What follows belongs to an exercise in optimizing a design on an open flow for small area, a short achievable clock period and few clock cycles per item; a production flow would make more cautious choices.
At most, simulation tests tie the RTL to the original design; equivalence was not proved.
Function not checked in runs 1 to 3: the RTL went through the layout flow alone.
Power is estimated from default activity; no workload was simulated.

==> flow/design.v <==
`timescale 1ns / 1ps
module ASCON_XOR2(input a, b, output y);
assign y = a ^ b;
endmodule
module ASCON_XNOR2(input a, b, output y);
assign y = ~(a ^ b);
endmodule
module ASCON_ORN(input a, b, output y);    
assign y = a | ~b;
endmodule
module ASCON_SBOX_COL(
input  [4:0] x,
output [4:0] y
);
wire a0, a2, a4;
wire n0, n1, n2, n3, n4;
wire c0, c1, c3;
ASCON_XOR2 ua0 (.a(x[0]), .b(x[4]), .y(a0));
ASCON_XOR2 ua2 (.a(x[2]), .b(x[1]), .y(a2));
ASCON_XOR2 ua4 (.a(x[4]), .b(x[3]), .y(a4));
ASCON_ORN  un0 (.a(x[1]), .b(a2),   .y(n0));
ASCON_ORN  un1 (.a(a2),   .b(x[3]), .y(n1));
ASCON_ORN  un2 (.a(x[3]), .b(a4),   .y(n2));
ASCON_ORN  un3 (.a(a4),   .b(a0),   .y(n3));
ASCON_ORN  un4 (.a(a0),   .b(x[1]), .y(n4));
ASCON_XNOR2 uc0 (.a(a0),   .b(n0), .y(c0));
ASCON_XNOR2 uc1 (.a(x[1]), .b(n1), .y(c1));
ASCON_XOR2  uc2 (.a(a2),   .b(n2), .y(y[2]));    
ASCON_XNOR2 uc3 (.a(x[3]), .b(n3), .y(c3));
ASCON_XNOR2 uc4 (.a(a4),   .b(n4), .y(y[4]));    
ASCON_XOR2  uy0 (.a(c0), .b(y[4]), .y(y[0]));
ASCON_XOR2  uy1 (.a(c1), .b(c0),   .y(y[1]));
ASCON_XNOR2 uy3 (.a(c3), .b(y[2]), .y(y[3]));    
endmodule
module ASCON_SBOX(
input  [63:0] Xark0, Xark1, Xark2, Xark3, Xark4,
output [63:0] Xsb0, Xsb1, Xsb2, Xsb3, Xsb4
);
genvar i;
generate
for (i = 0; i < 64; i = i + 1) begin : col
    ASCON_SBOX_COL s (
        .x({Xark4[i], Xark3[i], Xark2[i], Xark1[i], Xark0[i]}),
        .y({Xsb4[i], Xsb3[i], Xsb2[i], Xsb1[i], Xsb0[i]})
    );
end
endgenerate
endmodule
`timescale 1ns / 1ps
module ASCON_LIN(input [63:0] x, output [63:0] y);
parameter N1 = 0;
parameter N2 = 0;
wire [63:0] r1 = (x >> N1) | (x << (64 - N1));
wire [63:0] r2 = (x >> N2) | (x << (64 - N2));
wire [63:0] t;
genvar i;
generate
for (i = 0; i < 64; i = i + 1) begin : b
    ASCON_XOR2 x1 (.a(x[i]), .b(r1[i]), .y(t[i]));
    ASCON_XOR2 x2 (.a(t[i]), .b(r2[i]), .y(y[i]));
end
endgenerate
endmodule
module ASCON_ROUND_FUNCTION(
input  [63:0] Xi0, Xi1, Xi2, Xi3, Xi4,
input   [3:0] rnd,
output [63:0] Xo0, Xo1, Xo2, Xo3, Xo4
);
wire [63:0] s0, s1, s2, s3, s4;
ASCON_SBOX sbox (
    .Xark0(Xi0), .Xark1(Xi1), .Xark2(Xi2 ^ {56'b0, ~rnd, rnd}), .Xark3(Xi3), .Xark4(Xi4),
    .Xsb0(s0), .Xsb1(s1), .Xsb2(s2), .Xsb3(s3), .Xsb4(s4)
);
ASCON_LIN #(19, 28) l0 (.x(s0), .y(Xo0));
ASCON_LIN #(61, 39) l1 (.x(s1), .y(Xo1));
ASCON_LIN #( 1,  6) l2 (.x(s2), .y(Xo2));
ASCON_LIN #(10, 17) l3 (.x(s3), .y(Xo3));
ASCON_LIN #( 7, 41) l4 (.x(s4), .y(Xo4));
endmodule
`timescale 1ns / 1ps
module ASCON_NEXT(input w, s, r, z, i, output d);
assign d = ((w ? s : r) & ~z) ^ i;
endmodule
module ASCON_NEXT_K(input w, s, r, z, k, e, output d);
assign d = ((w ? s : r) & ~z) ^ (k & e);
endmodule
module ASCON_AO22(input a, b, c, e, output y);
assign y = (a & b) | (c & e);
endmodule
module ASCON_NEXT_0(input w, s, r, z, x, e, output d, o);
wire b = w ? s : r;
assign d = (b & ~z) ^ (x & e);
assign o = r ^ x;
endmodule
module ASCON_NEXT_0C(input w, s, r, z, x, e, c, output d, o);
wire b = w ? s : r;
assign d = (b & ~z) ^ ((x & e) | c);
assign o = r ^ x;
endmodule
`timescale 1ns / 1ps
module ASCON_CREG #(
    parameter RV = 1'b0
)(
input      clk, rst, d,
output reg q
);
always @(posedge clk, posedge rst) begin
    if (rst)
        q <= RV;
    else
        q <= d;
end
endmodule
`timescale 1ns / 1ps
module ascon128_stream #(
    parameter R = 1
)(
input          clk, rst,
input          start, enc,
input  [127:0] key, nonce,
input          in_valid,
output         in_ready,
input   [63:0] in_data,
input    [3:0] in_bytes,
input          in_ad,
output         out_valid,
output  [63:0] out_data,
output         tag_valid,
output [127:0] tag
);
localparam [3:0]  LAST = 12 - R;
localparam [63:0] IV   = 64'h80400c0600000000;
reg  [63:0] S0, S1, S2, S3, S4;
reg  [63:0] O;
reg        idle_q, rnd_q, init_q, fin_q, wait_q, tag_q, txt_q, enc_q;
reg  [3:0] cnt;
reg        take_q;     
reg        ov_q;
reg        pend_q, ad_q, last_q;
reg  [7:0] m_q, pad_q;
wire [63:0] x0 [0:R];
wire [63:0] x1 [0:R];
wire [63:0] x2 [0:R];
wire [63:0] x3 [0:R];
wire [63:0] x4 [0:R];
assign x0[0] = S0;
assign x1[0] = S1;
assign x2[0] = S2;
assign x3[0] = S3;
assign x4[0] = S4;
genvar g;
generate
for (g = 0; g < R; g = g + 1) begin : rounds
    ASCON_ROUND_FUNCTION rf (
        .Xi0(x0[g]), .Xi1(x1[g]), .Xi2(x2[g]), .Xi3(x3[g]), .Xi4(x4[g]),
        .rnd(cnt + g[3:0]),
        .Xo0(x0[g+1]), .Xo1(x1[g+1]), .Xo2(x2[g+1]), .Xo3(x3[g+1]), .Xo4(x4[g+1])
    );
end
endgenerate
wire last_rnd = rnd_q & (cnt == LAST);
wire absorb   = take_q;
wire a_txt    = absorb & !ad_q;
wire a_fin    = a_txt & last_q;
wire a_dec    = a_txt & !enc_q;
wire ds       = a_txt & !txt_q;                   
wire [7:0] e_byte    = m_q & {8{absorb}};         
wire [7:0] kill_byte;                            
wire [7:0] pad_byte  = pad_q & {8{absorb}};       
localparam NC = 8;
localparam NK = 4;
wire [NC-1:0] z_c, w_c;
wire [NK-1:0] kst_c, k12_c;
wire idle_d, wait_d, kst_d, k12_d;
genvar c;
generate
for (c = 0; c < NC; c = c + 1) begin : cz
    ASCON_CREG #(.RV(1'b1)) rz (.clk(clk), .rst(rst), .d(idle_d), .q(z_c[c]));
    ASCON_CREG #(.RV(1'b0)) rw (.clk(clk), .rst(rst), .d(wait_d), .q(w_c[c]));
end
for (c = 0; c < NK; c = c + 1) begin : ck
    ASCON_CREG #(.RV(1'b0)) rk  (.clk(clk), .rst(rst), .d(kst_d), .q(kst_c[c]));
    ASCON_CREG #(.RV(1'b1)) r12 (.clk(clk), .rst(rst), .d(k12_d), .q(k12_c[c]));
end
endgenerate
wire [63:0] d0, d1, d2, d3, d4, o_d;
wire [63:0] inj3, inj4;
genvar i;
generate
for (i = 0; i < 64; i = i + 1) begin : bits
    localparam integer J = 7 - i / 8;             
    localparam integer C = i / (64 / NC);         
    localparam integer K = i / (64 / NK);         
    if (i % 8 == 0) begin : kb
        assign kill_byte[J] = z_c[C] | (m_q[J] & a_dec);
    end
    if ((i % 8 == 7) || IV[i]) begin : w0c
        wire c = ((i % 8 == 7) ? pad_byte[J] : 1'b0) | (IV[i] ? z_c[C] : 1'b0);
        ASCON_NEXT_0C n0 (.w(w_c[C]), .s(S0[i]), .r(x0[R][i]), .z(kill_byte[J]),
                          .x(in_data[i]), .e(e_byte[J]), .c(c), .d(d0[i]), .o(o_d[i]));
    end else begin : w0
        ASCON_NEXT_0  n0 (.w(w_c[C]), .s(S0[i]), .r(x0[R][i]), .z(kill_byte[J]),
                          .x(in_data[i]), .e(e_byte[J]), .d(d0[i]), .o(o_d[i]));
    end
    ASCON_NEXT_K n1 (.w(w_c[C]), .s(S1[i]), .r(x1[R][i]), .z(z_c[C]),
                     .k(key[64+i]), .e(k12_c[K]), .d(d1[i]));
    ASCON_NEXT_K n2 (.w(w_c[C]), .s(S2[i]), .r(x2[R][i]), .z(z_c[C]),
                     .k(key[i]), .e(k12_c[K]), .d(d2[i]));
    ASCON_AO22 k3 (.a(key[64+i]), .b(kst_c[K]), .c(nonce[64+i]), .e(z_c[C]), .y(inj3[i]));
    ASCON_NEXT n3 (.w(w_c[C]), .s(S3[i]), .r(x3[R][i]), .z(z_c[C]), .i(inj3[i]), .d(d3[i]));
    ASCON_AO22 k4 (.a(key[i]), .b(kst_c[K]), .c(nonce[i]), .e(z_c[C]), .y(inj4[i]));
    if (i == 0) begin : w4ds
        ASCON_NEXT n4 (.w(w_c[C]), .s(S4[i]), .r(x4[R][i]), .z(z_c[C]), .i(inj4[i] ^ ds), .d(d4[i]));
    end else begin : w4
        ASCON_NEXT n4 (.w(w_c[C]), .s(S4[i]), .r(x4[R][i]), .z(z_c[C]), .i(inj4[i]), .d(d4[i]));
    end
end
endgenerate
always @(posedge clk) begin
    S0 <= d0;
    S1 <= d1;
    S2 <= d2;
    S3 <= d3;
    S4 <= d4;
    O  <= o_d;
end
reg        idle_n, rnd_d, init_d, fin_d, tag_d, txt_d, enc_d;
reg  [3:0] cnt_d;
always @(*) begin
    idle_n = idle_q;
    rnd_d  = rnd_q;
    init_d = init_q;
    fin_d  = fin_q;
    tag_d  = 1'b0;
    txt_d  = txt_q | a_txt;
    enc_d  = enc_q;
    cnt_d  = wait_q ? cnt : cnt + R[3:0];
    if (idle_q && start) begin
        idle_n = 1'b0;
        rnd_d  = 1'b1;
        init_d = 1'b1;
        fin_d  = 1'b0;
        txt_d  = 1'b0;
        enc_d  = enc;
        cnt_d  = 4'd0;
    end
    if (tag_q)
        idle_n = 1'b1;
    if (last_rnd && fin_q) begin
        rnd_d = 1'b0;
        tag_d = 1'b1;
    end
    if (absorb) begin
        init_d = 1'b0;
        fin_d  = a_fin;
        cnt_d  = a_fin ? 4'd0 : 4'd6;
    end
end
wire nl_d   = rnd_d & !fin_d & (cnt_d == LAST);
wire pend_d = in_valid & !(in_valid & take_q);
wire take_d = nl_d & pend_d;
assign idle_d = idle_n;
assign wait_d = nl_d & !pend_d;
assign kst_d  = rnd_d & (cnt_d == LAST) & (fin_d | (init_d & take_d));
assign k12_d = idle_d | (take_d & !in_ad & !in_bytes[3]);
always @(posedge clk, posedge rst) begin
    if (rst) begin
        idle_q <= 1'b1;
        rnd_q  <= 1'b0;
        init_q <= 1'b0;
        fin_q  <= 1'b0;
        wait_q <= 1'b0;
        tag_q  <= 1'b0;
        txt_q  <= 1'b0;
        enc_q  <= 1'b0;
        cnt    <= 4'd0;
        take_q <= 1'b0;
        ov_q   <= 1'b0;
        pend_q <= 1'b0;
    end else begin
        idle_q <= idle_d;
        rnd_q  <= rnd_d;
        init_q <= init_d;
        fin_q  <= fin_d;
        wait_q <= wait_d;
        tag_q  <= tag_d;
        txt_q  <= txt_d;
        enc_q  <= enc_d;
        cnt    <= cnt_d;
        take_q <= take_d;
        ov_q   <= a_txt;
        pend_q <= pend_d;
    end
end
integer k;
always @(posedge clk) begin
    ad_q   <= in_ad;
    last_q <= !in_bytes[3];
    for (k = 0; k < 8; k = k + 1) begin
        m_q[k]   <= (k < in_bytes);
        pad_q[k] <= (k == in_bytes);
    end
end
assign in_ready  = take_q;
assign out_valid = ov_q;
assign out_data  = O;
assign tag_valid = tag_q;
assign tag       = {S3, S4};
endmodule
==> flow/flow/run.sh <==
#!/bin/bash
# The standard layout (standard.sh), with plain buffers (buf_1) on the
# ports instead of the default delay-cell buffers. Every port still gets
# its own buffer. The make output goes to standard.log.
set -euo pipefail
export BUFFER_PORTS_ARGS="-buffer_cell sky130_fd_sc_hd__buf_1"
bash standard.sh > standard.log 2>&1
==> flow/standard.sh <==
#!/bin/bash
# synth_recipe.tcl (not shown) runs the flow's synth.tcl, then flattens the netlist and writes it again
# the make line also repeats each setting of config.mk as NAME=value (left out here)
make -C /OpenROAD-flow-scripts/flow DESIGN_CONFIG=/design/flow/config.mk WORK_HOME=/design/flow/orfs CLKGATE_MAP_FILE= SYNTH_SCRIPT=/design/flow/synth_recipe.tcl "${@:-finish}"
==> flow/config.mk <==
export PLATFORM = sky130hd
export DESIGN_NAME = ascon128_stream
export DESIGN_NICKNAME = ascon128_stream
export VERILOG_FILES = /design/flow/design.v
export SDC_FILE = /design/flow/constraint.sdc
export NUM_CORES = 8
export LEC_CHECK = 0
export CAP_MARGIN = 20
export CORE_MARGIN = 2
export CORE_UTILIZATION = 55
export CTS_CLUSTER_DIAMETER = 100
export CTS_CLUSTER_SIZE = 24
export PLACE_DENSITY = 0.75
export SLEW_MARGIN = 50
export SYNTH_HIERARCHICAL = 1
==> flow/constraint.sdc <==
create_clock -name core_clock -period 10.0 [get_ports {clk}]
set_input_delay 2.0000 -clock core_clock [delete_from_list [all_inputs] [get_ports {clk}]]
set_output_delay 2.0000 -clock core_clock [all_outputs]
set_load 0.01 [all_outputs]
==> results by group, run 1 <==
CTS
  – Postcts setup bufs: 0
  – CTS tree: done
  – CTS clk-pin slew, worst paths: 100 ps
  – Total CTS buffers: 24
  – CTS resizes: 0
  – Hold Buf Count CTS: 0
  – Clock sinks: 440
  – Htree depth: 1
  – Clock Path Buffers: 3
  – Root buf cell: clkbuf_16
  – Worst-Skew Late Latency: 620 ps

Pwr
  – Sw Ratio: 24.8%
  – Peak supply drop: 0.133 mV
  – Clk pwr share: 38.3%
  – P_sw: 0.757 mW
  – Pwr/cell area: 78.9 nW/µm²
  – Part of the power in registers: 58.1%
  – P_leak: 15.4 nW
  – Power Internal: 2.30 mW
  – Gate power share: 3.5%

Layout
  – Final instance area: 38800 µm²
  – Share of cells above drive strength 1: 7.14%
  – Final net count: 4506
  – P&R area growth vs syn: 16.8%

Logic synthesis
  – Mapped Nets: 3909
  – Top FF cell, synth: dfxtp_1
  – Number of flops mapped to enable cells by yosys: 0
  – Mapped Cells: 3578
  – Area of the mapped netlist: 33200 µm²
  – Ys Warns: 9
  – Dominant cells by area after synthesis: xor2_1 (32%), dfxtp_1 (24%), xnor2_1 (14%), mux2i_1 (9.7%), nand2b_1 (6.1%)
  – Synth top area share: 32.3%
  – Ys async rst share: 8.64%
  – Register area share after synthesis: 27.2%
  – Synth cell types: 36
  – Synth area leader: xor2_1
  – Syn_area_per_cell: 9.27 µm²
  – Seq cells post-synth: 440

Worst setup path
  – Crit-path cells: xor2_1 > nand2b_1 > xnor2_1 > xor2_2 > xor2_1 > xor2_1 > mux2i_1 > nor2_1 > xnor2_1
  – CP required: 10560 ps
  – Largest delay contributor family on the critical path: XOR/XNOR gates
  – R2R cell count: 9
  – Most frequent CP cell: xor2_1
  – Crit Path Category: reg -> reg
  – Worst setup SP type: flip-flop
  – Max incr delay on CP: 600 ps
  – WP buf/inv: 0
  – CP Capture Type: flip-flop
  – CP max-delay cell: xnor2_1
  – Critical-path maximum fanout: 5
  – CP arrival: 4060 ps
  – Cell depth of the worst setup path: 9

GRT
  – Total track usage: 42.9%
  – Initial antenna violation count: 6
  – GR Overflow Total: 0
  – Vias in the first global route: 26.9k
  – First-pass GRT wire length: 191000 µm
  – Largest net degree at the start of global routing: 52

Placement
  – Port bufs: 524
  – Detailed placement HPWL: 114000 µm
  – GPL Wtd Cong: 1.09
  – Placed Area: 37800 µm²

Floorplanning
  – Die ar.: 62300 µm²
  – Die Y: 250 µm
  – Row cnt: 90
  – CORE AREA: 60000 µm²
  – Initial core utilization: 55.3%
  – Chip width: 250 µm
  – IO Count: 525

STA
  – Crit path time final: 3510 ps
  – Worst-Margin Slew: 823 ps
  – Setup violations, final: 0
  – Max-slew violations: 0
  – Final hold vios: 0
  – Final Skew: 29.3 ps
  – RSZ-0062 raised after global routing: no
  – Setup TNS: 0 ps
  – Final Cycle Share: 35.1%
  – Max_slew headroom: 44.9%
  – Max Fclk: 0.285 GHz

Drt
  – Drt wl/cell: 27.8 µm
  – Final WL: 138000 µm
  – Post-route ant nets: 0
  – Initial DRT Pass Iterations: 6
  – Initial detailed-routing violation count: 3057
  – Via density: 5.61
  – Via Count: 27.9k
  – Detailed-route DRC error count: 0

Run
  – MaxCap Viol Count: 0

Outcome
  – Outcome: complete, no violations

Min path
  – HP Class: reg -> reg
  – Hold Crit Depth: 2
-- placed cells by master (no fill, tap or decap), types with 86 or more instances in the layout --
cell | netlist | layout
nand2b_1 | 323 | 323
dfxtp_1 | 402 | 402
buf_1 | 0 | 524
xnor2_2 | 0 | 86
xnor2_1 | 518 | 429
xor2_1 | 1222 | 1127
a22o_1 | 128 | 128
nor2_1 | 336 | 335
xor2_2 | 0 | 93
nand2_1 | 189 | 189
mux2i_1 | 321 | 321
-- metrics by stage --
| step | std cells | utilization (%) | total power [mW] | setup slack [ps] | hold slack, ps |
|---|---|---|---|---|---|
| 5_1_grt | 4971 | 64.6 | 3.12 | 6390 | 552 |
| 4_1_cts | 4971 | 64.3 | 3.06 | 6630 | 527 |
| 3_3_place_gp | 4930 | 60.8 | 1.92 | 6320 | 504 |
| 3_5_place_dp | 4931 | 63.1 | 1.92 | 6590 | 502 |
| 6_report | 4972 | 64.6 | 3.06 | 6490 | 518 |
| 2_1_floorplan | 3578 | - | 1.83 | 6790 | 452 |
-- cells in the mapped netlist, types with 2 or more instances --
library cell / count
o21ai_0: 4
and2_1: 16
mux2i_1: 321
dfxtp_1: 402
nor3_1: 4
xnor2_1: 518
clkbuf_1: 2
nand2_1: 189
a21o_1: 9
nand2b_1: 323
xor2_1: 1222
inv_1: 33
dfrtp_1: 25
nor2_1: 336
dfstp_2: 13
a21oi_1: 14
a22o_1: 128
-- worst paths after layout --
path	start	to	slack (ps)
worst min-delay path	init_q	init_q	520
worst min register to register	init_q	init_q	520
min in group asynchronous	rst	cz[6].rw.q	1540
max in group asynchronous	rst	idle_q	7870
worst max-delay path	S1[24]	S1[24]	6490
worst max register to register	S1[24]	S1[24]	6490
-- worst register-to-register path, cell delays in order, from the launching register on --
cell      delay, ps
dfxtp_1         440
xor2_1          270
nand2b_1        110
xnor2_1         600
xor2_2          590
xor2_1          490
xor2_1          530
mux2i_1         140
nor2_1          140
xnor2_1         120
-- logic make-up after synthesis --
family | share of synthesized area, %
buffers and inverters | 0.396
flip-flops | 27.2
adder cells (fa/ha/maj) | 0.0377
AND/OR/NAND/NOR | 12.7
AO/OA/AOI/OAI | 4.04
XOR/XNOR | 46.0
multiplexers | 9.72
-- per-module statistics from Yosys (local to each module, per instance), a selection --
module,flip-flops and latches,cells inside,area (µm²),copies in the design
ASCON_ROUND_FUNCTION,0,8,70.1,1
ASCON_XNOR2,0,1,8.76,320
ASCON_ORN,0,1,6.26,320
ASCON_XOR2,0,1,8.76,1024
ASCON_NEXT_K,0,4,26.3,128
ASCON_AO22,0,1,8.76,128
ascon128_stream,416,514,8990,1
ASCON_NEXT_0,0,5,35.0,51
-- per-layer routing --
metal / GRT usage (%) / part of all wire [%] / vias to the layer above
met4: 20.8 / 6.0 / 8
met3: 7.34 / 8.6 / 301
met1: 55.9 / 40 / 13600
li1: - / - / 12500
met5: 0 / 0.033 / -
met2: 69.1 / 45 / 1442
-- power by group through the flow --
stage / logic [mW] / registers [mW] / clock network [mW]
floorplan: 0.0128 / 1.82 / 0
global route: 0.116 / 1.78 / 1.22
detailed placement: 0.105 / 1.82 / 0
finish: 0.108 / 1.78 / 1.17
CTS: 0.106 / 1.78 / 1.17
global placement: 0.105 / 1.82 / 0
-- cell type report --
class	count	area [µm²]
clock inverter	6	76.3
multi-input combinational	3103	25500
fill	5265	21300
antenna	1	2.50
inverter	33	124
clock buffer	34	679
tap	782	978
timing repair buffer	573	2360
sequential	440	9070
-- registers in the layout (all words and copies together), names as in the netlist, 8 cells and up --
register / count
O: 64
S0: 64
S1: 64
S2: 64
S3: 64
S4: 64
cz.rw.q: 8
cz.rz.q: 8
m_q: 8
pad_q: 8
==> run 2: changes to the inputs <==
--- a/flow/design.v
+++ b/flow/design.v
@@ -78,24 +78,37 @@
 ASCON_LIN #( 7, 41) l4 (.x(s4), .y(Xo4));
 endmodule
 `timescale 1ns / 1ps
-module ASCON_NEXT(input w, s, r, z, i, output d);
-assign d = ((w ? s : r) & ~z) ^ i;
+module ASCON_AO22(input a, b, c, e, output y);    
+assign y = (a & b) | (c & e);
 endmodule
-module ASCON_NEXT_K(input w, s, r, z, k, e, output d);
-assign d = ((w ? s : r) & ~z) ^ (k & e);
+module ASCON_AO21(input a, b, c, output y);       
+assign y = (a & b) | c;
 endmodule
-module ASCON_AO22(input a, b, c, e, output y);
-assign y = (a & b) | (c & e);
+module ASCON_XAND(input a, b, c, output y);       
+assign y = a ^ (b & c);
 endmodule
-module ASCON_NEXT_0(input w, s, r, z, x, e, output d, o);
-wire b = w ? s : r;
-assign d = (b & ~z) ^ (x & e);
-assign o = r ^ x;
-endmodule
-module ASCON_NEXT_0C(input w, s, r, z, x, e, c, output d, o);
-wire b = w ? s : r;
-assign d = (b & ~z) ^ ((x & e) | c);
-assign o = r ^ x;
+module ASCON_NEXT(input s, r, ws, rs, i, output d);
+wire b;
+ASCON_AO22 ub (.a(s), .b(ws), .c(r), .e(rs), .y(b));
+ASCON_XOR2 ud (.a(b), .b(i), .y(d));
+endmodule
+module ASCON_NEXT_K(input s, r, ws, rs, k, e, output d);
+wire b;
+ASCON_AO22 ub (.a(s), .b(ws), .c(r), .e(rs), .y(b));
+ASCON_XAND ud (.a(b), .b(k), .c(e), .y(d));
+endmodule
+module ASCON_NEXT_0(input s, r, ws, rs, x, e, output d, o);
+wire b;
+ASCON_AO22 ub (.a(s), .b(ws), .c(r), .e(rs), .y(b));
+ASCON_XAND ud (.a(b), .b(x), .c(e), .y(d));
+ASCON_XOR2 uo (.a(r), .b(x), .y(o));
+endmodule
+module ASCON_NEXT_0C(input s, r, ws, rs, x, e, c, output d, o);
+wire b, i;
+ASCON_AO22 ub (.a(s), .b(ws), .c(r), .e(rs), .y(b));
+ASCON_AO21 ui (.a(x), .b(e), .c(c), .y(i));
+ASCON_XOR2 ud (.a(b), .b(i), .y(d));
+ASCON_XOR2 uo (.a(r), .b(x), .y(o));
 endmodule
 `timescale 1ns / 1ps
 module ASCON_CREG #(
@@ -165,18 +178,19 @@
 wire a_dec    = a_txt & !enc_q;
 wire ds       = a_txt & !txt_q;                   
 wire [7:0] e_byte    = m_q & {8{absorb}};         
-wire [7:0] kill_byte;                            
+wire [7:0] rs_byte;                              
 wire [7:0] pad_byte  = pad_q & {8{absorb}};       
 localparam NC = 8;
 localparam NK = 4;
-wire [NC-1:0] z_c, w_c;
+wire [NC-1:0] z_c, ws_c, rs_c;
 wire [NK-1:0] kst_c, k12_c;
 wire idle_d, wait_d, kst_d, k12_d;
 genvar c;
 generate
 for (c = 0; c < NC; c = c + 1) begin : cz
     ASCON_CREG #(.RV(1'b1)) rz (.clk(clk), .rst(rst), .d(idle_d), .q(z_c[c]));
-    ASCON_CREG #(.RV(1'b0)) rw (.clk(clk), .rst(rst), .d(wait_d), .q(w_c[c]));
+    ASCON_CREG #(.RV(1'b0)) rw (.clk(clk), .rst(rst), .d(wait_d & !idle_d), .q(ws_c[c]));
+    ASCON_CREG #(.RV(1'b0)) rr (.clk(clk), .rst(rst), .d(!wait_d & !idle_d), .q(rs_c[c]));
 end
 for (c = 0; c < NK; c = c + 1) begin : ck
     ASCON_CREG #(.RV(1'b0)) rk  (.clk(clk), .rst(rst), .d(kst_d), .q(kst_c[c]));
@@ -192,27 +206,27 @@
     localparam integer C = i / (64 / NC);         
     localparam integer K = i / (64 / NK);         
     if (i % 8 == 0) begin : kb
-        assign kill_byte[J] = z_c[C] | (m_q[J] & a_dec);
+        assign rs_byte[J] = rs_c[C] & !(m_q[J] & a_dec);
     end
     if ((i % 8 == 7) || IV[i]) begin : w0c
         wire c = ((i % 8 == 7) ? pad_byte[J] : 1'b0) | (IV[i] ? z_c[C] : 1'b0);
-        ASCON_NEXT_0C n0 (.w(w_c[C]), .s(S0[i]), .r(x0[R][i]), .z(kill_byte[J]),
+        ASCON_NEXT_0C n0 (.s(S0[i]), .r(x0[R][i]), .ws(ws_c[C]), .rs(rs_byte[J]),
                           .x(in_data[i]), .e(e_byte[J]), .c(c), .d(d0[i]), .o(o_d[i]));
     end else begin : w0
-        ASCON_NEXT_0  n0 (.w(w_c[C]), .s(S0[i]), .r(x0[R][i]), .z(kill_byte[J]),
+        ASCON_NEXT_0  n0 (.s(S0[i]), .r(x0[R][i]), .ws(ws_c[C]), .rs(rs_byte[J]),
                           .x(in_data[i]), .e(e_byte[J]), .d(d0[i]), .o(o_d[i]));
     end
-    ASCON_NEXT_K n1 (.w(w_c[C]), .s(S1[i]), .r(x1[R][i]), .z(z_c[C]),
+    ASCON_NEXT_K n1 (.s(S1[i]), .r(x1[R][i]), .ws(ws_c[C]), .rs(rs_c[C]),
                      .k(key[64+i]), .e(k12_c[K]), .d(d1[i]));
-    ASCON_NEXT_K n2 (.w(w_c[C]), .s(S2[i]), .r(x2[R][i]), .z(z_c[C]),
+    ASCON_NEXT_K n2 (.s(S2[i]), .r(x2[R][i]), .ws(ws_c[C]), .rs(rs_c[C]),
                      .k(key[i]), .e(k12_c[K]), .d(d2[i]));
     ASCON_AO22 k3 (.a(key[64+i]), .b(kst_c[K]), .c(nonce[64+i]), .e(z_c[C]), .y(inj3[i]));
-    ASCON_NEXT n3 (.w(w_c[C]), .s(S3[i]), .r(x3[R][i]), .z(z_c[C]), .i(inj3[i]), .d(d3[i]));
+    ASCON_NEXT n3 (.s(S3[i]), .r(x3[R][i]), .ws(ws_c[C]), .rs(rs_c[C]), .i(inj3[i]), .d(d3[i]));
     ASCON_AO22 k4 (.a(key[i]), .b(kst_c[K]), .c(nonce[i]), .e(z_c[C]), .y(inj4[i]));
     if (i == 0) begin : w4ds
-        ASCON_NEXT n4 (.w(w_c[C]), .s(S4[i]), .r(x4[R][i]), .z(z_c[C]), .i(inj4[i] ^ ds), .d(d4[i]));
+        ASCON_NEXT n4 (.s(S4[i]), .r(x4[R][i]), .ws(ws_c[C]), .rs(rs_c[C]), .i(inj4[i] ^ ds), .d(d4[i]));
     end else begin : w4
-        ASCON_NEXT n4 (.w(w_c[C]), .s(S4[i]), .r(x4[R][i]), .z(z_c[C]), .i(inj4[i]), .d(d4[i]));
+        ASCON_NEXT n4 (.s(S4[i]), .r(x4[R][i]), .ws(ws_c[C]), .rs(rs_c[C]), .i(inj4[i]), .d(d4[i]));
     end
 end
 endgenerate
==> results by group, run 2 <==
Outcome
  – Outcome: complete, no violations (unchanged)

CTS
  – CTS tree: done (unchanged)
  – Clock sinks: 448 (was 440)
  – CTS clk-pin slew, worst paths: 100 ps (about the same)
  – Worst-Skew Late Latency: 620 ps (about the same)
  – Root buf cell: clkbuf_16 (unchanged)
  – Hold Buf Count CTS: 0 (unchanged)
  – Clock Path Buffers: 3 (unchanged)
  – Postcts setup bufs: 0 (unchanged)
  – CTS resizes: 0 (unchanged)
  – Htree depth: 1 (unchanged)
  – Total CTS buffers: 23 (was 24)

Drt
  – Final WL: 136000 µm (was 138000 µm)
  – Via Count: 27.3k (was 27.9k)
  – Initial detailed-routing violation count: 3063 (was 3057)
  – Via density: 5.89 (was 5.61)
  – Detailed-route DRC error count: 0 (unchanged)
  – Drt wl/cell: 29.3 µm (was 27.8 µm)
  – Initial DRT Pass Iterations: 5 (was 6)
  – Post-route ant nets: 0 (unchanged)

STA
  – Crit path time final: 3520 ps (was 3510 ps)
  – Setup violations, final: 0 (unchanged)
  – Worst Hold Margin: 522 ps (was 518 ps)
  – Final Skew: 26.1 ps (was 29.3 ps)
  – Final hold vios: 0 (unchanged)
  – Final Cycle Share: 35.2% (was 35.1%)
  – Max Fclk: 0.284 GHz (was 0.285 GHz)
  – Max-slew violations: 0 (unchanged)
  – Worst-Margin Slew: 797 ps (was 823 ps)
  – Setup ws final: 6480 ps (was 6490 ps)
  – RSZ-0062 raised after global routing: no (unchanged)
  – Max_slew headroom: 46.6% (was 44.9%)
  – Setup TNS: 0 ps (unchanged)

Placement
  – Detailed placement HPWL: 112000 µm (was 114000 µm)
  – Placed Area: 36400 µm² (was 37800 µm²)
  – GPL Wtd Cong: 1.15 (was 1.09)
  – Port bufs: 524 (unchanged)
  – DP Worst Slack: 6550 ps (was 6590 ps)

Logic synthesis
  – Largest family of logic cells by synthesized area: XOR/XNOR gates (unchanged)
  – Ys async rst share: 10.3% (was 8.64%)
  – Synth Area in Compound Gates: 13.2% (was 4.04%)
  – Dominant cells by area after synthesis: xor2_1 (34%), dfxtp_1 (25%), xnor2_1 (14%), a22o_1 (12%), nand2b_1 (6.3%) (was xor2_1 (32%), dfxtp_1 (24%), xnor2_1 (14%), mux2i_1 (9.7%), nand2b_1 (6.1%))
  – Dominant cell by count in the synthesized netlist: xor2_1 (unchanged)
  – Seq cells post-synth: 448 (was 440)
  – Simple-gate share of the synthesized area: 9.45% (was 12.7%)
  – Mapped Nets: 3606 (was 3909)
  – Number of flops mapped to enable cells by yosys: 0 (unchanged)
  – Syn_area_per_cell: 9.73 µm² (was 9.27 µm²)
  – Synth top cells by count: xor2_1 (1235), xnor2_1 (505), a22o_1 (448) (was xor2_1 (1222), xnor2_1 (518), dfxtp_1 (402))
  – Synth cell types: 39 (was 36)
  – Top FF cell, synth: dfxtp_1 (unchanged)
  – Synth top area share: 33.9% (was 32.3%)
  – Multiplexer share of the synthesized area: 0.0667% (was 9.72%)
  – Register area share after synthesis: 28.9% (was 27.2%)
  – Area of the mapped netlist: 31900 µm² (was 33200 µm²)
  – Adder-cell area share of the yosys netlist: 0.0393% (was 0.0377%)
  – Synth area leader: xor2_1 (unchanged)
  – Mapped Cells: 3275 (was 3578)
  – Ys Warns: 9 (unchanged)
  – Xor-xnor portion of the synthesized cell area: 47.8% (was 46.0%)

Layout
  – Final instance area: 37100 µm² (was 38800 µm²)
  – P&R area growth vs syn: 16.5% (was 16.8%)
  – Most common cell after layout, fill and taps aside: xor2_1 (unchanged)
  – Most frequent cells in the layout: xor2_1 (1147), buf_1 (523), a22o_1 (448) (was xor2_1 (1127), buf_1 (524), xnor2_1 (429))
  – Share of cells above drive strength 1: 7.41% (was 7.14%)
  – Final net count: 4195 (was 4506)
  – Util after Layout: 64.6% (about the same)

Floorplanning
  – IO Count: 525 (unchanged)
  – Die Y: 245 µm (was 250 µm)
  – CORE AREA: 57500 µm² (was 60000 µm²)
  – Die ar.: 59900 µm² (was 62300 µm²)
  – Chip width: 245 µm (was 250 µm)
  – Row cnt: 88 (was 90)
  – Initial core utilization: 55.4% (was 55.3%)

GRT
  – Busiest layer in global routing: met2 (unchanged)
  – Met1 Track Usage GR: 56.6% (was 55.9%)
  – GR Overflow Total: 0 (unchanged)
  – First-pass GRT wire length: 187000 µm (was 191000 µm)
  – Total track usage: 43.7% (was 42.9%)
  – Largest net degree at the start of global routing: 41 (was 52)
  – GR Layer Usage met3: 10.4% (was 7.34%)
  – Vias in the first global route: 25.5k (was 26.9k)
  – Initial antenna violation count: 9 (was 6)
  – GR Layer Usage met2: 66.6% (was 69.1%)

Worst setup path
  – Crit Path Category: reg -> reg (unchanged)
  – Max incr delay on CP: 620 ps (was 600 ps)
  – R2R Path Start: cnt[0] (was S1[24])
  – Worst setup SP type: flip-flop (unchanged)
  – Crit-path cells: xnor2_1 > xor2_1 > nand2b_1 > xnor2_1 > xor2_1 > xor2_1 > xor2_1 > a22o_1 > xnor2_1 (was xor2_1 > nand2b_1 > xnor2_1 > xor2_2 > xor2_1 > xor2_1 > mux2i_1 > nor2_1 > xnor2_1)
  – Critical-path maximum fanout: 8 (was 5)
  – Crit path from: cnt[0] (was S1[24])
  – Most frequent CP cell: xor2_1 (unchanged)
  – CP max-delay cell: xor2_1 (was xnor2_1)
  – CP Capture Type: flip-flop (unchanged)
  – CP arrival: 4070 ps (was 4060 ps)
  – CP required: 10550 ps (was 10560 ps)

Pwr
  – Peak supply drop: 0.121 mV (was 0.133 mV)
  – P_leak: 16.1 nW (was 15.4 nW)
  – Pwr/cell area: 81.0 nW/µm² (was 78.9 nW/µm²)

Min path
  – HP Class: reg -> reg (unchanged)
  – HP Start: txt_q (was init_q)

Run
  – MaxCap Viol Count: 0 (unchanged)
run 2: cell count changes after synthesis, sizes merged, moves of 6 or more:
cell,change
dfrtp,+8
a21boi,+8
inv,+8
mux2i,-320
a22o,+320
xnor2,-13
a21oi,-13
a21o,+6
xor2,+13
nor2,-321
run 2: area by class of cell:
class                           instances  area, µm²
Clock buffer                           28        594
Tap cell                              765        957
Clock inverter                          5       47.5
Sequential cell                       448       9230
Inverter                               41        154
Timing Repair Buffer                  566       2290
Fill cell                            4972      20300
Multi-Input combinational cell       2784      23900
Antenna cell                            3       7.51
run 2: cell families after synthesis:
group	Yosys count
AOI/OAI and AO/OA	482
xor gates and xnor gates	1740
adders and majority gates	1
buffers and inverters	43
DFF	448
muxes	2
and+or+nand+nor	559
run 2: routing by layer:
layer | vias up | routed length [µm]
met3 | 387 | 14700
li1 | 11900 | -
met2 | 1606 | 58700
met1 | 13400 | 53000
met5 | - | 77
met4 | 12 | 9510
run 2: per-stage QoR:
step / std cells / power, mW
after floorplan: 3275 / 1.87
after global placement: 4604 / 1.96
after detailed placement: 4604 / 1.96
after CTS: 4637 / 3.01
after global routing: 4637 / 3.08
final: 4640 / 3.01
run 2: modules after synthesis, one instance, submodules excluded, a selection:
module | area, µm² | flip-flops and latches | cells inside
ASCON_XAND | 12.5 | 0 | 2
ASCON_ORN | 6.26 | 0 | 1
ASCON_XNOR2 | 8.76 | 0 | 1
ascon128_stream | 9030 | 416 | 515
ASCON_ROUND_FUNCTION | 70.1 | 0 | 8
ASCON_AO21 | 7.51 | 0 | 1
ASCON_AO22 | 8.76 | 0 | 1
ASCON_XOR2 | 8.76 | 0 | 1
run 2: worst paths after layout:
| check | end | slack, ps | depth (start not counted) |
|---|---|---|---|
| max | S0[49] | 6480 | 9 |
| min in group asynchronous | cz[1].rr.q | 1480 | 2 |
| min reg2reg | txt_q | 520 | 2 |
| max reg2reg | S0[49] | 6480 | 9 |
| max in group asynchronous | idle_q | 7910 | 2 |
| min | txt_q | 520 | 2 |
run 2: critical path: cells and delay by family, from the launching register on:
kind	cells	cell delay, ps
xor gates and xnor gates	7	2600
DFF	1	520
and+or+nand+nor	1	120
AOI/OAI and AO/OA	1	240
run 2: power by group:
part           leakage [nW]  switching, mW  total, mW  internal, mW
clock                 0.313          0.658       1.09         0.430
sequential             3.94        0.00797       1.81          1.80
combinational          11.9         0.0694      0.111        0.0413
==> run 3: changes to the inputs <==
--- a/flow/design.v
+++ b/flow/design.v
@@ -87,10 +87,22 @@
 module ASCON_XAND(input a, b, c, output y);       
 assign y = a ^ (b & c);
 endmodule
-module ASCON_NEXT(input s, r, ws, rs, i, output d);
-wire b;
-ASCON_AO22 ub (.a(s), .b(ws), .c(r), .e(rs), .y(b));
-ASCON_XOR2 ud (.a(b), .b(i), .y(d));
+module ASCON_A222OI(input a, b, c, e, f, g, output y);    
+assign y = ~((a & b) | (c & e) | (f & g));
+endmodule
+module ASCON_XNAND(input a, b, c, output y);      
+assign y = ~a ^ (b & c);
+endmodule
+module ASCON_NEXT_N(input s, r, ws, rs, n, z, k, e, output d);
+wire bn;
+ASCON_A222OI ub (.a(s), .b(ws), .c(r), .e(rs), .f(n), .g(z), .y(bn));
+ASCON_XNAND  ud (.a(bn), .b(k), .c(e), .y(d));
+endmodule
+module ASCON_NEXT_NT(input s, r, ws, rs, n, z, k, e, t, output d);
+wire bn, i;
+ASCON_A222OI ub (.a(s), .b(ws), .c(r), .e(rs), .f(n), .g(z), .y(bn));
+ASCON_XAND   ui (.a(t), .b(k), .c(e), .y(i));
+ASCON_XNOR2  ud (.a(bn), .b(i), .y(d));
 endmodule
 module ASCON_NEXT_K(input s, r, ws, rs, k, e, output d);
 wire b;
@@ -198,7 +210,6 @@
 end
 endgenerate
 wire [63:0] d0, d1, d2, d3, d4, o_d;
-wire [63:0] inj3, inj4;
 genvar i;
 generate
 for (i = 0; i < 64; i = i + 1) begin : bits
@@ -220,13 +231,14 @@
                      .k(key[64+i]), .e(k12_c[K]), .d(d1[i]));
     ASCON_NEXT_K n2 (.s(S2[i]), .r(x2[R][i]), .ws(ws_c[C]), .rs(rs_c[C]),
                      .k(key[i]), .e(k12_c[K]), .d(d2[i]));
-    ASCON_AO22 k3 (.a(key[64+i]), .b(kst_c[K]), .c(nonce[64+i]), .e(z_c[C]), .y(inj3[i]));
-    ASCON_NEXT n3 (.s(S3[i]), .r(x3[R][i]), .ws(ws_c[C]), .rs(rs_c[C]), .i(inj3[i]), .d(d3[i]));
-    ASCON_AO22 k4 (.a(key[i]), .b(kst_c[K]), .c(nonce[i]), .e(z_c[C]), .y(inj4[i]));
+    ASCON_NEXT_N n3 (.s(S3[i]), .r(x3[R][i]), .ws(ws_c[C]), .rs(rs_c[C]),
+                     .n(nonce[64+i]), .z(z_c[C]), .k(key[64+i]), .e(kst_c[K]), .d(d3[i]));
     if (i == 0) begin : w4ds
-        ASCON_NEXT n4 (.s(S4[i]), .r(x4[R][i]), .ws(ws_c[C]), .rs(rs_c[C]), .i(inj4[i] ^ ds), .d(d4[i]));
+        ASCON_NEXT_NT n4 (.s(S4[i]), .r(x4[R][i]), .ws(ws_c[C]), .rs(rs_c[C]),
+                          .n(nonce[i]), .z(z_c[C]), .k(key[i]), .e(kst_c[K]), .t(ds), .d(d4[i]));
     end else begin : w4
-        ASCON_NEXT n4 (.s(S4[i]), .r(x4[R][i]), .ws(ws_c[C]), .rs(rs_c[C]), .i(inj4[i]), .d(d4[i]));
+        ASCON_NEXT_N n4 (.s(S4[i]), .r(x4[R][i]), .ws(ws_c[C]), .rs(rs_c[C]),
+                         .n(nonce[i]), .z(z_c[C]), .k(key[i]), .e(kst_c[K]), .d(d4[i]));
     end
 end
 endgenerate
==> results by group, run 3 <==
STA
  – Worst Hold Margin: 508 ps (was 522 ps)
  – Final hold vios: 0 (unchanged)
  – Worst-Margin Slew: 830 ps (was 797 ps)
  – Final Skew: 33.4 ps (was 26.1 ps)
  – Setup TNS: 0 ps (unchanged)
  – Max_slew headroom: 44.5% (was 46.6%)
  – Final Cycle Share: 39.7% (was 35.2%)
  – Setup violations, final: 0 (unchanged)
  – Max-slew violations: 0 (unchanged)
  – Max Fclk: 0.252 GHz (was 0.284 GHz)
  – Crit path time final: 3970 ps (was 3520 ps)
  – RSZ-0062 raised after global routing: no (unchanged)

Drt
  – Via Count: 27.7k (was 27.3k)
  – Detailed-route DRC error count: 0 (unchanged)
  – Post-route ant nets: 0 (unchanged)
  – Final WL: 141000 µm (was 136000 µm)
  – Initial DRT Pass Iterations: 15 (was 5)
  – Drt wl/cell: 30.3 µm (was 29.3 µm)
  – Initial detailed-routing violation count: 3623 (was 3063)
  – Via density: 5.96 (was 5.89)

Placement
  – Port bufs: 524 (unchanged)
  – GPL Wtd Cong: 1.11 (was 1.15)
  – Detailed placement HPWL: 116000 µm (was 112000 µm)

Layout
  – P&R area growth vs syn: 17.7% (was 16.5%)
  – Final net count: 4206 (was 4195)
  – Share of cells above drive strength 1: 7.98% (was 7.41%)
  – Filler instances: 4909 (was 4972)
  – Most common cell after layout, fill and taps aside: xor2_1 (unchanged)
  – Most frequent cells in the layout: xor2_1 (1135), buf_1 (524), xnor2_1 (412) (was xor2_1 (1147), buf_1 (523), a22o_1 (448))

Logic synthesis
  – Seq cells post-synth: 448 (unchanged)
  – Synth top area share: 34.4% (was 33.9%)
  – Syn_area_per_cell: 9.58 µm² (was 9.73 µm²)
  – Ys Warns: 9 (unchanged)
  – Dominant cell by count in the synthesized netlist: xor2_1 (unchanged)
  – Synth cell types: 38 (was 39)
  – Area of the mapped netlist: 31400 µm² (was 31900 µm²)
  – Mapped Cells: 3275 (unchanged)
  – Synth area leader: xor2_1 (unchanged)
  – Number of flops mapped to enable cells by yosys: 0 (unchanged)
  – Register area share after synthesis: 29.4% (was 28.9%)
  – Ys async rst share: 10.3% (unchanged)
  – Synth top cells by count: xor2_1 (1233), xnor2_1 (507), dfxtp_1 (402) (was xor2_1 (1235), xnor2_1 (505), a22o_1 (448))
  – Mapped Nets: 3606 (unchanged)
  – Top FF cell, synth: dfxtp_1 (unchanged)
  – Dominant cells by area after synthesis: xor2_1 (34%), dfxtp_1 (26%), xnor2_1 (14%), nand2b_1 (6.4%), a22o_1 (5.4%) (was xor2_1 (34%), dfxtp_1 (25%), xnor2_1 (14%), a22o_1 (12%), nand2b_1 (6.3%))

Worst setup path
  – CP required: 8000 ps (was 10550 ps)
  – CP arrival: 1970 ps (was 4070 ps)
  – Critical-path maximum fanout: 14 (was 8)
  – Max incr delay on CP: 800 ps (was 620 ps)
  – Crit Path Category: reg -> out (was reg -> reg)
  – Crit-path cells: buf_4 > buf_1 (was xnor2_1 > xor2_1 > nand2b_1 > xnor2_1 > xor2_1 > xor2_1 > xor2_1 > a22o_1 > xnor2_1)
  – CP Capture Type: output port (was flip-flop)
  – CP max-delay cell: dfrtp_1 (was xor2_1)
  – Worst setup SP type: flip-flop (unchanged)

GRT
  – First-pass GRT wire length: 193000 µm (was 187000 µm)
  – Vias in the first global route: 26.2k (was 25.5k)
  – GR Overflow Total: 0 (unchanged)
  – Total track usage: 46.0% (was 43.7%)
  – Initial antenna violation count: 6 (was 9)
  – Largest net degree at the start of global routing: 41 (unchanged)

CTS
  – Htree depth: 1 (unchanged)
  – Hold Buf Count CTS: 0 (unchanged)
  – CTS clk-pin slew, worst paths: 90 ps (was 100 ps)
  – Clock sinks: 448 (unchanged)
  – Clock Path Buffers: 3 (unchanged)
  – CTS resizes: 0 (unchanged)
  – Worst-Skew Late Latency: 620 ps (about the same)
  – Postcts setup bufs: 0 (unchanged)
  – Root buf cell: clkbuf_16 (unchanged)
  – CTS tree: done (unchanged)
  – Total CTS buffers: 24 (was 23)

Floorplanning
  – Chip width: 243 µm (was 245 µm)
  – CORE AREA: 56400 µm² (was 57500 µm²)
  – Die ar.: 59000 µm² (was 59900 µm²)
  – Die Y: 243 µm (was 245 µm)
  – Row cnt: 87 (was 88)
  – IO Count: 525 (unchanged)
  – Initial core utilization: 55.6% (was 55.4%)

Pwr
  – P_leak: 15.3 nW (was 16.1 nW)
  – Peak supply drop: 0.131 mV (was 0.121 mV)
  – Pwr/cell area: 84.2 nW/µm² (was 81.0 nW/µm²)

Outcome
  – Outcome: complete, no violations (unchanged)

Run
  – MaxCap Viol Count: 0 (unchanged)

Min path
  – HP Class: reg -> reg (unchanged)
[run 3: changes by cell type after synthesis, sizes merged, moves of 2 or more]
cell | before | now
a222oi | 0 | 128
a22o | 448 | 193
nand2 | 189 | 316
xnor2 | 505 | 507
xor2 | 1235 | 1233
[run 3: power by group]
| group | internal [mW] | switching [mW] | total (mW) |
|---|---|---|---|
| Sequential | 1.80 | 0.00685 | 1.81 |
| Clock | 0.501 | 0.685 | 1.19 |
| Combinational | 0.0414 | 0.0727 | 0.114 |
[run 3: cell type report]
cell class | instances | area (µm²) | area share (%)
Inverter | 41 | 154 | 0.417
Timing Repair Buffer | 576 | 2360 | 6.40
Clock inverter | 6 | 90.1 | 0.244
Sequential cell | 448 | 9240 | 25.0
Clock buffer | 31 | 658 | 1.78
Multi-Input combinational cell | 2784 | 23500 | 63.6
Tap cell | 756 | 946 | 2.56
Antenna cell | 2 | 5.00 | 0.0135
[run 3: worst paths after layout]
path | from | to | slack [ps] | depth (start not counted)
worst max-delay path | take_q | in_ready | 6030 | 2
worst min-delay path | init_q | init_q | 510 | 2
worst max register to register | cnt[0] | S0[4] | 6500 | 9
worst min register to register | init_q | init_q | 510 | 2
max in group asynchronous | rst | idle_q | 7930 | 3
min in group asynchronous | rst | cz[6].rr.q | 1460 | 3
[run 3: kinds of logic (layout without fill, tap and decap cells)]
family                     Yosys count  in the layout  share of synthesized area, %
xor gates and xnor gates          1740           1740                          48.6
and+or+nand+nor                    687            687                          11.1
DFF                                448            448                          29.4
AOI/OAI and AO/OA                  354            354                          10.3
buffers and inverters               43            654                         0.514
muxes                                2              2                        0.0678
adders and majority gates            1              1                        0.0399
other                                0              2                             0
[run 3: routing by layer]
metal | part of all wire (%) | GRT usage [%]
met5 | 0.035 | 0
met4 | 6.3 | 24.3
met3 | 10 | 8.64
met2 | 44 | 71.1
met1 | 40 | 60.9
[run 3: worst max-delay path: cells and delay by family, from the launching register on]
family                 cells  cell delay (ps)
flip-flops                 1              800
buffers and inverters      2              550
[run 3: stage by stage]
| step | instance area, µm² | instances | power (mW) | setup WS [ps] | utilization [%] |
|---|---|---|---|---|---|
| final | 36900 | 4644 | 3.11 | 6030 | 65.5 |
| after global routing | 36900 | 4642 | 3.17 | 6060 | 65.5 |
| after CTS | 36800 | 4642 | 3.10 | 6060 | 65.3 |
| after detailed placement | 36100 | 4605 | 1.96 | 6400 | 63.9 |
| after global placement | 34700 | 4602 | 1.96 | 6230 | 61.5 |
| after floorplan | 31400 | 3275 | 1.87 | 6810 | - |
[run 3: per-module statistics from Yosys (local to each module, per instance), a selection]
module | cells inside | flops+latches
ASCON_A222OI | 1 | 0
ASCON_AO21 | 1 | 0
ASCON_AO22 | 1 | 0
ASCON_ORN | 1 | 0
ASCON_ROUND_FUNCTION | 8 | 0
ASCON_XNAND | 2 | 0
ASCON_XNOR2 | 1 | 0
ASCON_XOR2 | 1 | 0
ascon128_stream | 514 | 416
==> run 4: changes to the inputs <==
--- a/flow/design.v
+++ b/flow/design.v
@@ -161,8 +161,17 @@
 reg  [3:0] cnt;
 reg        take_q;     
 reg        ov_q;
-reg        pend_q, ad_q, last_q;
-reg  [7:0] m_q, pad_q;
+reg        pend_q, ad_q;
+reg  [3:0] len_q;
+wire [7:0] m_q, pad_q;
+wire       last_q = !len_q[3];
+genvar q;
+generate
+for (q = 0; q < 8; q = q + 1) begin : lens
+    assign m_q[q]   = (q < len_q);
+    assign pad_q[q] = (q == len_q);
+end
+endgenerate
 wire [63:0] x0 [0:R];
 wire [63:0] x1 [0:R];
 wire [63:0] x2 [0:R];
@@ -196,7 +205,7 @@
 localparam NK = 4;
 wire [NC-1:0] z_c, ws_c, rs_c;
 wire [NK-1:0] kst_c, k12_c;
-wire idle_d, wait_d, kst_d, k12_d;
+wire idle_d, wait_d, kst_d, k12_d, take_d;
 genvar c;
 generate
 for (c = 0; c < NC; c = c + 1) begin : cz
@@ -204,6 +213,7 @@
     ASCON_CREG #(.RV(1'b0)) rw (.clk(clk), .rst(rst), .d(wait_d & !idle_d), .q(ws_c[c]));
     ASCON_CREG #(.RV(1'b0)) rr (.clk(clk), .rst(rst), .d(!wait_d & !idle_d), .q(rs_c[c]));
 end
+ASCON_CREG #(.RV(1'b0)) rin (.clk(clk), .rst(rst), .d(take_d), .q(in_ready));
 for (c = 0; c < NK; c = c + 1) begin : ck
     ASCON_CREG #(.RV(1'b0)) rk  (.clk(clk), .rst(rst), .d(kst_d), .q(kst_c[c]));
     ASCON_CREG #(.RV(1'b1)) r12 (.clk(clk), .rst(rst), .d(k12_d), .q(k12_c[c]));
@@ -284,7 +294,7 @@
 end
 wire nl_d   = rnd_d & !fin_d & (cnt_d == LAST);
 wire pend_d = in_valid & !(in_valid & take_q);
-wire take_d = nl_d & pend_d;
+assign take_d = nl_d & pend_d;
 assign idle_d = idle_n;
 assign wait_d = nl_d & !pend_d;
 assign kst_d  = rnd_d & (cnt_d == LAST) & (fin_d | (init_d & take_d));
@@ -318,16 +328,10 @@
         pend_q <= pend_d;
     end
 end
-integer k;
 always @(posedge clk) begin
     ad_q   <= in_ad;
-    last_q <= !in_bytes[3];
-    for (k = 0; k < 8; k = k + 1) begin
-        m_q[k]   <= (k < in_bytes);
-        pad_q[k] <= (k == in_bytes);
-    end
+    len_q  <= in_bytes;
 end
-assign in_ready  = take_q;
 assign out_valid = ov_q;
 assign out_data  = O;
 assign tag_valid = tag_q;
--- a/flow/config.mk
+++ b/flow/config.mk
@@ -11,5 +11,5 @@
 export CTS_CLUSTER_DIAMETER = 100
 export CTS_CLUSTER_SIZE = 24
 export PLACE_DENSITY = 0.75
-export SLEW_MARGIN = 50
+export SLEW_MARGIN = 40
 export SYNTH_HIERARCHICAL = 1
==> results by group, run 4 <==
Logic synthesis
  – Number of flops mapped to enable cells by yosys: 0 (unchanged)
  – Multiplexer share of the synthesized area: 0.0683% (was 0.0678%)
  – Adder-cell area share of the yosys netlist: 0.0402% (was 0.0399%)
  – Synth top area share: 34.7% (was 34.4%)
  – Synth area leader: xor2_1 (unchanged)
  – Ys async rst share: 10.8% (was 10.3%)
  – Dominant cell by count in the synthesized netlist: xor2_1 (unchanged)
  – Simple-gate share of the synthesized area: 11.1% (about the same)
  – Xor-xnor portion of the synthesized cell area: 49.0% (was 48.6%)
  – Area of the mapped netlist: 31100 µm² (was 31400 µm²)
  – Synth top cells by count: xor2_1 (1233), xnor2_1 (506), dfxtp_1 (389) (was xor2_1 (1233), xnor2_1 (507), dfxtp_1 (402))
  – Dominant cells by area after synthesis: xor2_1 (35%), dfxtp_1 (25%), xnor2_1 (14%), nand2b_1 (6.5%), a22o_1 (5.4%) (was xor2_1 (34%), dfxtp_1 (26%), xnor2_1 (14%), nand2b_1 (6.4%), a22o_1 (5.4%))
  – Mapped Nets: 3587 (was 3606)
  – Seq cells post-synth: 436 (was 448)
  – Syn_area_per_cell: 9.56 µm² (was 9.58 µm²)
  – Synth cell types: 43 (was 38)
  – Largest family of logic cells by synthesized area: XOR/XNOR gates (unchanged)
  – Ys Warns: 9 (unchanged)
  – Top FF cell, synth: dfxtp_1 (unchanged)
  – Synth Area in Compound Gates: 10.5% (was 10.3%)
  – Mapped Cells: 3256 (was 3275)
  – Register area share after synthesis: 28.8% (was 29.4%)

Drt
  – Met3 wire len: 14400 µm (was 14300 µm)
  – Initial detailed-routing violation count: 3635 (was 3623)
  – Post-route ant nets: 0 (unchanged)
  – Final WL: 137000 µm (was 141000 µm)
  – Top sig layer: met5 (unchanged)
  – Routed metal-1 wire length: 53700 µm (was 55900 µm)
  – Met2 routed WL: 59900 µm (was 61700 µm)
  – Via Count: 27.5k (was 27.7k)
  – Initial DRT Pass Iterations: 11 (was 15)
  – Detailed-route DRC error count: 0 (unchanged)
  – Drt wl/cell: 29.7 µm (was 30.3 µm)
  – Via density: 5.94 (was 5.96)

STA
  – Setup TNS: 0 ps (unchanged)
  – Worst Hold Margin: 513 ps (was 508 ps)
  – Setup ws final: 6410 ps (was 6030 ps)
  – Setup violations, final: 0 (unchanged)
  – RSZ-0062 raised after global routing: no (unchanged)
  – Worst-Margin Slew: 1020 ps (was 830 ps)
  – Final Skew: 27.9 ps (was 33.4 ps)
  – Max_slew headroom: 32.0% (was 44.5%)
  – Final Cycle Share: 35.9% (was 39.7%)
  – Final hold vios: 0 (unchanged)
  – Crit path time final: 3590 ps (was 3970 ps)
  – Max Fclk: 0.279 GHz (was 0.252 GHz)
  – Max-slew violations: 0 (unchanged)

Run
  – MaxCap Viol Count: 0 (unchanged)

Worst setup path
  – Worst setup SP type: flip-flop (unchanged)
  – CP arrival: 4110 ps (was 1970 ps)
  – Critical-path maximum fanout: 5 (was 14)
  – R2R cell count: 8 (was 9)
  – CP required: 10530 ps (was 8000 ps)
  – R2R Path Start: S1[27] (was cnt[0])
  – CP Capture Type: flip-flop (was output port)
  – Crit Path Category: reg -> reg (was reg -> out)
  – Worst reg2reg path endpoint: S1[27] (was S0[4])
  – Worst R2R Setup Slack: 6410 ps (was 6500 ps)

GRT
  – Initial antenna violation count: 2 (was 6)
  – Total track usage: 44.9% (was 46.0%)
  – GR Overflow Total: 0 (unchanged)
  – First-pass GRT wire length: 189000 µm (was 193000 µm)
  – Largest net degree at the start of global routing: 41 (unchanged)
  – Vias in the first global route: 25.6k (was 26.2k)

Layout
  – Multi-input gate area: 22500 µm² (was 23500 µm²)
  – Final net count: 4184 (was 4206)
  – Final instance area: 35600 µm² (was 36900 µm²)
  – Most common cell after layout, fill and taps aside: xor2_1 (unchanged)
  – P&R area growth vs syn: 14.5% (was 17.7%)
  – Util after Layout: 63.4% (was 65.5%)
  – Filler instances: 5021 (was 4909)
  – Reg area: 9000 µm² (was 9240 µm²)
  – Share of cells above drive strength 1: 4.71% (was 7.98%)
  – Layout Cells excl Fill: 4621 (was 4644)
  – Most frequent cells in the layout: xor2_1 (1208), buf_1 (523), xnor2_1 (465) (was xor2_1 (1135), buf_1 (524), xnor2_1 (412))

Pwr
  – Peak supply drop: 0.112 mV (was 0.131 mV)
  – Total design power: 3.00 mW (was 3.11 mW)
  – Pwr/cell area: 84.1 nW/µm² (was 84.2 nW/µm²)
  – P_leak: 14.6 nW (was 15.3 nW)

Floorplanning
  – Row cnt: 87 (unchanged)
  – IO Count: 525 (unchanged)
  – Die ar.: 58500 µm² (was 59000 µm²)
  – Die Y: 242 µm (was 243 µm)
  – CORE AREA: 56200 µm² (was 56400 µm²)
  – Chip width: 242 µm (was 243 µm)
  – Initial core utilization: 55.4% (was 55.6%)

CTS
  – Total CTS buffers: 23 (was 24)
  – Htree depth: 1 (unchanged)
  – CTS resizes: 0 (unchanged)
  – Clock sinks: 436 (was 448)
  – Worst-Skew Late Latency: 610 ps (was 620 ps)
  – Hold Buf Count CTS: 0 (unchanged)
  – Clock Path Buffers: 3 (unchanged)
  – CTS tree: done (unchanged)
  – Root buf cell: clkbuf_16 (unchanged)
  – CTS clk-pin slew, worst paths: 100 ps (was 90 ps)
  – Postcts setup bufs: 0 (unchanged)

Placement
  – Port bufs: 524 (unchanged)
  – Post-placement cell count: 4584 (was 4605)
  – GPL Wtd Cong: 1.10 (was 1.11)
  – DP Worst Slack: 6400 ps (about the same)
  – Detailed placement HPWL: 113000 µm (was 116000 µm)
  – Placed Area: 34900 µm² (was 36100 µm²)

Min path
  – HP Class: reg -> reg (unchanged)
  – Hold Crit Depth: 2 (unchanged)
  – HP Start: init_q (unchanged)
  – Hold worst-path end: init_q (unchanged)

Outcome
  – Outcome: complete, no violations (unchanged)
-- run 4: changes by cell type in the layout (fill, tap and decap cells not counted), moves of 5 or more --
cell	previous run	this run
xor2_1	1135	1208
dfxtp_1	402	389
xor2_2	98	25
and2_1	16	5
xnor2_2	95	41
xnor2_1	412	465
o21a_1	0	5
-- run 4: worst max path at each step --
| stage | startpoint | to | slack, ps |
|---|---|---|---|
| after floorplan | start | cz[0].rw.q | 6870 |
| after global placement | S1[29] | S1[29] | 6330 |
| after detailed placement | start | cz[4].rw.q | 6400 |
| after CTS | S1[27] | S1[27] | 6570 |
| after global routing | S1[27] | S1[27] | 6440 |
| final | S1[27] | S1[27] | 6410 |
-- run 4: power breakdown --
part / internal, mW / leakage [nW] / total (mW) / switching, mW
sequential: 1.75 / 3.83 / 1.76 / 0.00795
combinational: 0.0413 / 10.5 / 0.113 / 0.0716
clock: 0.467 / 0.327 / 1.12 / 0.656
total: 2.26 / 14.6 / 3.00 / 0.735
-- run 4: cell families after synthesis --
family	count (synthesis)
AND/OR/NAND/NOR	679
XOR/XNOR	1740
buffers and inverters	40
flip-flops	436
multiplexers	2
adder cells (fa/ha/maj)	1
AO/OA/AOI/OAI	358
-- run 4: area by class of cell --
class	count	share of cell area (%)
multi-input cells	2780	63.1
inverters	38	0.400
diodes	1	0.00702
repair buffers	574	6.58
clock inverters	7	0.242
well taps	756	2.65
clock buffers	29	1.71
flip-flops and latches	436	25.3
-- run 4: Yosys stat by module, one instance, submodules excluded, a selection --
| module | cell area [µm²] | cells inside |
|---|---|---|
| ASCON_ROUND_FUNCTION | 70.1 | 8 |
| ASCON_XOR2 | 8.76 | 1 |
| ascon128_stream | 8740 | 493 |
| ASCON_XNAND | 12.5 | 2 |
| ASCON_AO22 | 8.76 | 1 |
| ASCON_AO21 | 7.51 | 1 |
| ASCON_XAND | 12.5 | 2 |
-- run 4: metal layers --
layer	GRT usage [%]	vias to the layer above
li1	-	11900
met1	58.9	13500
met2	69.3	1747
met3	9.16	313
met4	24.9	2
met5	0	-
-- run 4: worst max-delay path: stages (launching register included) --
cell,delay (ps)
dfxtp_1,440
xor2_1,350
nand2b_1,120
xnor2_1,430
xor2_1,810
xor2_1,330
xor2_1,680
a22o_1,250
xnor2_1,110
Testbench counts of run 4, summed over its fixed seeds: cycles 23,122, bytes 19,747.
==> run 5: changes to the inputs <==
--- a/flow/config.mk
+++ b/flow/config.mk
@@ -11,5 +11,5 @@
 export CTS_CLUSTER_DIAMETER = 100
 export CTS_CLUSTER_SIZE = 24
 export PLACE_DENSITY = 0.75
-export SLEW_MARGIN = 40
+export SLEW_MARGIN = 60
 export SYNTH_HIERARCHICAL = 1
==> results by group, run 5 <==
Outcome
  – Outcome: complete, no violations (unchanged)

Logic synthesis
  – Seq cells post-synth: 436 (unchanged)
  – Mapped Nets: 3587 (unchanged)
  – Synth cell types: 43 (unchanged)
  – Synth area leader: xor2_1 (unchanged)
  – Synth Area in Compound Gates: 10.5% (unchanged)
  – Dominant cell by count in the synthesized netlist: xor2_1 (unchanged)
  – Synth top area share: 34.7% (unchanged)
  – Largest family of logic cells by synthesized area: XOR/XNOR gates (unchanged)
  – Ys Warns: 9 (unchanged)
  – Area of the mapped netlist: 31100 µm² (unchanged)
  – Multiplexer share of the synthesized area: 0.0683% (unchanged)
  – Register area share after synthesis: 28.8% (unchanged)
  – Mapped Cells: 3256 (unchanged)
  – Xor-xnor portion of the synthesized cell area: 49.0% (unchanged)
  – Simple-gate share of the synthesized area: 11.1% (unchanged)
  – Ys async rst share: 10.8% (unchanged)

STA
  – Crit path time final: 3410 ps (was 3590 ps)
  – RSZ-0062 raised after global routing: no (unchanged)
  – Setup violations, final: 0 (unchanged)
  – Max_slew headroom: 54.1% (was 32.0%)
  – Worst-Margin Slew: 689 ps (was 1020 ps)
  – Final Skew: 32.1 ps (was 27.9 ps)
  – Max Fclk: 0.294 GHz (was 0.279 GHz)
  – Final Cycle Share: 34.1% (was 35.9%)
  – Worst Hold Margin: 502 ps (was 513 ps)
  – Max-slew violations: 0 (unchanged)

GRT
  – GR Layer Usage met2: 70.8% (was 69.3%)
  – Total track usage: 45.7% (was 44.9%)
  – Largest net degree at the start of global routing: 41 (unchanged)
  – GR Layer Usage met3: 9.18% (was 9.16%)
  – GR Overflow Total: 0 (unchanged)
  – Met1 Track Usage GR: 59.6% (was 58.9%)
  – First-pass GRT wire length: 192000 µm (was 189000 µm)

CTS
  – Hold Buf Count CTS: 0 (unchanged)
  – CTS resizes: 0 (unchanged)
  – Total CTS buffers: 23 (unchanged)
  – Clock sinks: 436 (unchanged)
  – CTS clk-pin slew, worst paths: 110 ps (was 100 ps)
  – CTS tree: done (unchanged)
  – Htree depth: 1 (unchanged)

Worst setup path
  – Critical-path maximum fanout: 4 (was 5)
  – Worst setup SP type: flip-flop (unchanged)
  – R2R Path Start: cnt[3] (was S1[27])
  – Crit-path cells: buf_1 (was xor2_1 > nand2b_1 > xnor2_1 > xor2_1 > xor2_1 > xor2_1 > a22o_1 > xnor2_1)
  – Crit path from: S4[39] (was S1[27])
  – CP required: 8000 ps (was 10530 ps)
  – Cell depth of the worst setup path: 1 (was 8)
  – Crit Path Category: reg -> out (was reg -> reg)
  – CP Capture Type: output port (was flip-flop)
  – Worst R2R Setup Slack: 6740 ps (was 6410 ps)
  – WP buf/inv: 1 (was 0)

Placement
  – Detailed placement HPWL: 114000 µm (was 113000 µm)
  – GPL Wtd Cong: 1.10 (unchanged)
  – Port bufs: 524 (unchanged)

Floorplanning
  – Chip width: 242 µm (unchanged)
  – Initial core utilization: 55.4% (unchanged)
  – Row cnt: 87 (unchanged)
  – IO Count: 525 (unchanged)

Drt
  – Initial DRT Pass Iterations: 13 (was 11)
  – Drt wl/cell: 29.9 µm (was 29.7 µm)
  – Detailed-route DRC error count: 0 (unchanged)
  – Via Count: 27.9k (was 27.5k)
  – Post-route ant nets: 0 (unchanged)
  – Initial detailed-routing violation count: 3668 (was 3635)

Pwr
  – P_leak: 15.4 nW (was 14.6 nW)
  – Pwr/cell area: 78.3 nW/µm² (was 84.1 nW/µm²)

Layout
  – Final net count: 4207 (was 4184)
  – Share of cells above drive strength 1: 11.7% (was 4.71%)
  – Most common cell after layout, fill and taps aside: xor2_1 (unchanged)

Min path
  – HP Start: init_q (unchanged)
[run 5: per-module statistics from Yosys, one instance, submodules excluded, a selection]
module | copies in the design | cells | cell area (µm²) | flip-flops and latches
ASCON_ROUND_FUNCTION | 1 | 8 | 70.1 | 0
ASCON_XNOR2 | 321 | 1 | 8.76 | 0
ASCON_XOR2 | 1101 | 1 | 8.76 | 0
ASCON_AO22 | 192 | 1 | 8.76 | 0
ASCON_ORN | 320 | 1 | 6.26 | 0
ascon128_stream | 1 | 493 | 8740 | 403
ASCON_AO21 | 13 | 1 | 7.51 | 0
ASCON_A222OI | 128 | 1 | 10.0 | 0
ASCON_XAND | 180 | 2 | 12.5 | 0
ASCON_XNAND | 127 | 2 | 12.5 | 0
[run 5: worst min path at each step]
stage          endpoint  slack (ps)  cells after the start
2_1_floorplan    init_q         450                      2
3_3_place_gp     init_q         470                      2
3_5_place_dp     init_q         500                      2
4_1_cts          init_q         520                      2
5_1_grt          init_q         530                      2
6_report         init_q         500                      2
[run 5: layout make-up]
class,instances,area [µm²]
Antenna cell,3,7.51
Clock buffer,27,601
Clock inverter,7,63.8
Fill cell,4641,18300
Inverter,38,143
Multi-Input combinational cell,2780,24600
Sequential cell,436,9030
Tap cell,756,946
Timing Repair Buffer,597,2500
[run 5: cell families (layout without fill, tap and decap cells)]
| kind of cell | Yosys count | in the layout |
|---|---|---|
| multiplexers | 2 | 2 |
| XOR/XNOR | 1740 | 1740 |
| AND/OR/NAND/NOR | 679 | 679 |
| buffers and inverters | 40 | 669 |
| adder cells (fa/ha/maj) | 1 | 1 |
| AO/OA/AOI/OAI | 358 | 358 |
| other | 0 | 3 |
| flip-flops | 436 | 436 |
[run 5: tightest hold or removal path, delay by kind of cell, from the launching register on]
family	cells	cell delay, ps
DFF	1	330
and+or+nand+nor	2	140
[run 5: power by group]
group / total [mW] / switching (mW) / internal (mW)
logic: 0.114 / 0.0724 / 0.0413
clock network: 1.09 / 0.652 / 0.439
registers: 1.76 / 0.00792 / 1.75
total: 2.96 / 0.732 / 2.23
[run 5: metal layers]
metal	part of all wire, %	vias up
li1	-	11900
met1	38	13700
met2	44	1895
met3	11	361
met4	6.9	6
met5	0.029	-
[run 5: metrics by stage]
stage | utilization, % | cell area, µm² | worst slack (ps) | power [mW] | std cells
after floorplan | - | 31100 | 6870 | 1.82 | 3256
after global placement | 61.3 | 34400 | 6330 | 1.91 | 4584
after detailed placement | 65.6 | 36800 | 6550 | 1.91 | 4606
after CTS | 66.8 | 37500 | 6600 | 2.97 | 4640
after global routing | 67.4 | 37900 | 6590 | 3.03 | 4642
final | 67.4 | 37900 | 6590 | 2.96 | 4644

Check on run 5: ideal ports give 6.594 ns setup slack; a clkbuf_16 on the clock port and buf_2 on the inputs give 6.526 ns; moving port delays by the midpoint clock arrival (0.671 ns) as well gives 6.561 ns.
